This design comes from an exercise in tuning for small area and a short achievable clock period on the open sky130 flow, not from production work.

==> module IPD_core, before the edit <==
module IPD_core
	(
		input wire [18:0] yk, rk,
		input wire [18:0] yp,       
		input wire [18:0] ik1,
		output wire [18:0] n_ik1, n_a
    );
localparam [18:0] MAX = 19'h3FFFF;
localparam [18:0] MIN = 19'h40000;
function [18:0] clamp20(input [19:0] s);
	clamp20 = (s[19] != s[18]) ? (s[19] ? MIN : MAX) : s[18:0];
endfunction
function [39:0] csa(input [19:0] a, input [19:0] b, input [19:0] c);
	csa = {((a & b) | (a & c) | (b & c)) << 1, a ^ b ^ c};
endfunction
wire ypmin = (yp == MIN);
wire ymin = (yk == MIN);
wire [19:0] t0 = {yk[18], yk} - {yp[18], yp};
wire [19:0] t = {t0[19] ^ ypmin, t0[18:0]};
wire signed [19:0] ts = t;
wire d_min = ts >= 20'sd3496;       
wire d_max = ts <= -20'sd3496;      
wire dsat = d_min | d_max;
wire d_wrap = (ts >= 20'sd1748) | (ts <= -20'sd1748);
wire [39:0] l1 = csa(~(t << 7), ~(t << 4), ~(t << 3));
wire [39:0] l2 = csa(l1[19:0], l1[39:20], t << 1);
wire [19:0] ds = dsat ? 20'd0 : l2[19:0];
wire [19:0] dc = dsat ? 20'd0 : l2[39:20];
wire signed [18:0] ys = yk;
wire p_min = ys >= 19'sd29128;      
wire p_max = ys <= -19'sd29128;     
wire psat = p_min | p_max;
wire p_wrap = (ys >= 19'sd14564) | (ys <= -19'sd14564);
wire [19:0] yc = psat ? 20'h20000 : {yk[18], yk};
wire [19:0] kd = d_min ? 20'hC0000 : d_max ? 20'h3FFFF : 20'd3;
wire [19:0] pr = kd - (yc << 4) - (yc << 1) - {19'd0, p_max};
wire [39:0] l3 = csa(ds, dc, pr);
wire [19:0] v = l3[19:0] + l3[39:20];
wire par_a = (dsat ? 1'b0 : d_wrap) ^ (psat ? p_max : p_wrap);
wire [18:0] a = clamp20({v[19] ^ par_a, v[18:0]});
wire [19:0] e0 = {rk[18], rk} - {yk[18], yk};
wire [19:0] e = {e0[19] ^ ymin, e0[18:0]};
wire signed [19:0] es = e;
wire m_max = es >= 20'sd74899;
wire m_min = es <= -20'sd74899;
wire msat = m_max | m_min;
wire m_wrap = (es >= 20'sd37450) | (es <= -20'sd37450);
wire [19:0] ec = msat ? 20'h40000 : e;
wire [19:0] q = (ec << 3) - ec + {ik1[18], ik1} - {19'd0, m_max};
wire par_q = msat ? m_max : m_wrap;
wire [18:0] ik = clamp20({q[19] ^ par_q, q[18:0]});
assign n_ik1 = ik;
assign n_a = a;
endmodule
==> module I_PD, before the edit <==
module I_PD #(parameter size=19)
	(
		input wire clk, rst, EN,
		input wire signed [size-1:0] yk, rk,
		output wire signed [size-1:0] pidk
    );
reg [18:0] yp, ik1, a1;
wire [18:0] n_ik1, n_a;
wire [19:0] sum = {a1[18], a1} + {ik1[18], ik1};
IPD_core core (.yk(yk), .rk(rk), .yp(yp), .ik1(ik1),
	.n_ik1(n_ik1), .n_a(n_a));
assign pidk = (sum[19] != sum[18]) ? {sum[19], {18{~sum[19]}}} : sum[18:0];
always @(posedge clk or posedge rst)
begin
	if (rst) begin
		yp <= 19'd0;
		ik1 <= 19'd0;
		a1 <= 19'd0;
	end
	else if (EN) begin
		yp <= yk;
		ik1 <= n_ik1;
		a1 <= n_a;
	end
end
endmodule
==> flow/config.mk <==
export PLATFORM = sky130hd
export DESIGN_NAME = I_PD
export DESIGN_NICKNAME = I_PD
export VERILOG_FILES = /design/flow/design.v
export SDC_FILE = /design/flow/constraint.sdc
export NUM_CORES = 4
export LEC_CHECK = 0
export CAP_MARGIN = 20
export CORE_MARGIN = 2
export CORE_UTILIZATION = 40
export PLACE_DENSITY = 0.6
export SLEW_MARGIN = 20
==> flow/constraint.sdc <==
create_clock -name core_clock -period 20.0 [get_ports {clk}]
set_input_delay 4.0000 -clock core_clock [delete_from_list [all_inputs] [get_ports {clk}]]
set_output_delay 4.0000 -clock core_clock [all_outputs]
set_load 0.01 [all_outputs]
run.sh (not shown) runs the stock make flow with config.mk's settings and CLKGATE_MAP_FILE= SYNTH_SCRIPT=/design/flow/synth_recipe.tcl, a recipe that flattens the netlist after the stock synthesis.
Change:
--- a/flow/design.v
+++ b/flow/design.v
@@ -2,11 +2,11 @@
 module IPD_core
 	(
 		input wire [18:0] yk, rk,
 		input wire [18:0] yp,       
 		input wire [18:0] ik1,
-		output wire [18:0] n_ik1, n_a
+		output wire [18:0] n_ik1, n_pidk
     );
 localparam [18:0] MAX = 19'h3FFFF;
 localparam [18:0] MIN = 19'h40000;
 function [18:0] clamp20(input [19:0] s);
 	clamp20 = (s[19] != s[18]) ? (s[19] ? MIN : MAX) : s[18:0];
@@ -49,33 +49,31 @@
 wire [19:0] ec = msat ? 20'h40000 : e;
 wire [19:0] q = (ec << 3) - ec + {ik1[18], ik1} - {19'd0, m_max};
 wire par_q = msat ? m_max : m_wrap;
 wire [18:0] ik = clamp20({q[19] ^ par_q, q[18:0]});
 assign n_ik1 = ik;
-assign n_a = a;
+assign n_pidk = clamp20({a[18], a} + {ik[18], ik});
 endmodule
 module I_PD #(parameter size=19)
 	(
 		input wire clk, rst, EN,
 		input wire signed [size-1:0] yk, rk,
-		output wire signed [size-1:0] pidk
+		output reg signed [size-1:0] pidk
     );
-reg [18:0] yp, ik1, a1;
-wire [18:0] n_ik1, n_a;
-wire [19:0] sum = {a1[18], a1} + {ik1[18], ik1};
+reg [18:0] yp, ik1;
+wire [18:0] n_ik1, n_pidk;
 IPD_core core (.yk(yk), .rk(rk), .yp(yp), .ik1(ik1),
-	.n_ik1(n_ik1), .n_a(n_a));
-assign pidk = (sum[19] != sum[18]) ? {sum[19], {18{~sum[19]}}} : sum[18:0];
+	.n_ik1(n_ik1), .n_pidk(n_pidk));
 always @(posedge clk or posedge rst)
 begin
 	if (rst) begin
 		yp <= 19'd0;
 		ik1 <= 19'd0;
-		a1 <= 19'd0;
+		pidk <= 19'd0;
 	end
 	else if (EN) begin
 		yp <= yk;
 		ik1 <= n_ik1;
-		a1 <= n_a;
+		pidk <= n_pidk;
 	end
 end
 endmodule
=> Setup slack loses 4100 ps; hold slack loses 45 ps; critical path depth goes up by 10; cell area goes down by 2.2%; routed wire length goes down by 3.0%; final cell count goes down by 1.9%.
Function was not checked in any run of this note: the RTL went through the layout flow alone.

==> afterwards: timing with drivers on the ports <==
In the flow no input, the clock included, has a driving cell. The finished layouts below were timed again as built, in two steps. Step 1 (the two cells are an assumption about what drives the block):
set clk [get_ports {clk}]
set_driving_cell -lib_cell sky130_fd_sc_hd__clkbuf_16 $clk
set_driving_cell -lib_cell sky130_fd_sc_hd__buf_2 [delete_from_list [all_inputs] $clk]
Step 2, shift: input delay + t, output delay - t, t = (earliest + latest rising clock arrival at the registers) / 2. This alone moves slack from input paths to output paths. a / b / c = ideal / step 1 / step 2; a / b = the first two.
run | t, ns | setup slack, ns | worst setup path at the end | clock arrival spread, ns | worst register clock-pin slew, ns
the first run | 0.387 | 6.391 / 6.418 / 6.032 | input to register | 0.009 / 0.009 | 0.06 / 0.06
the second run | 0.373 | 2.304 / 2.313 / 1.940 | input to register | 0.008 / 0.008 | 0.06 / 0.06
After both steps every run listed still meets setup and hold. The setup slack of the second run, which loses most, moves by +0.009 ns with the drivers and by -0.364 ns with both steps.
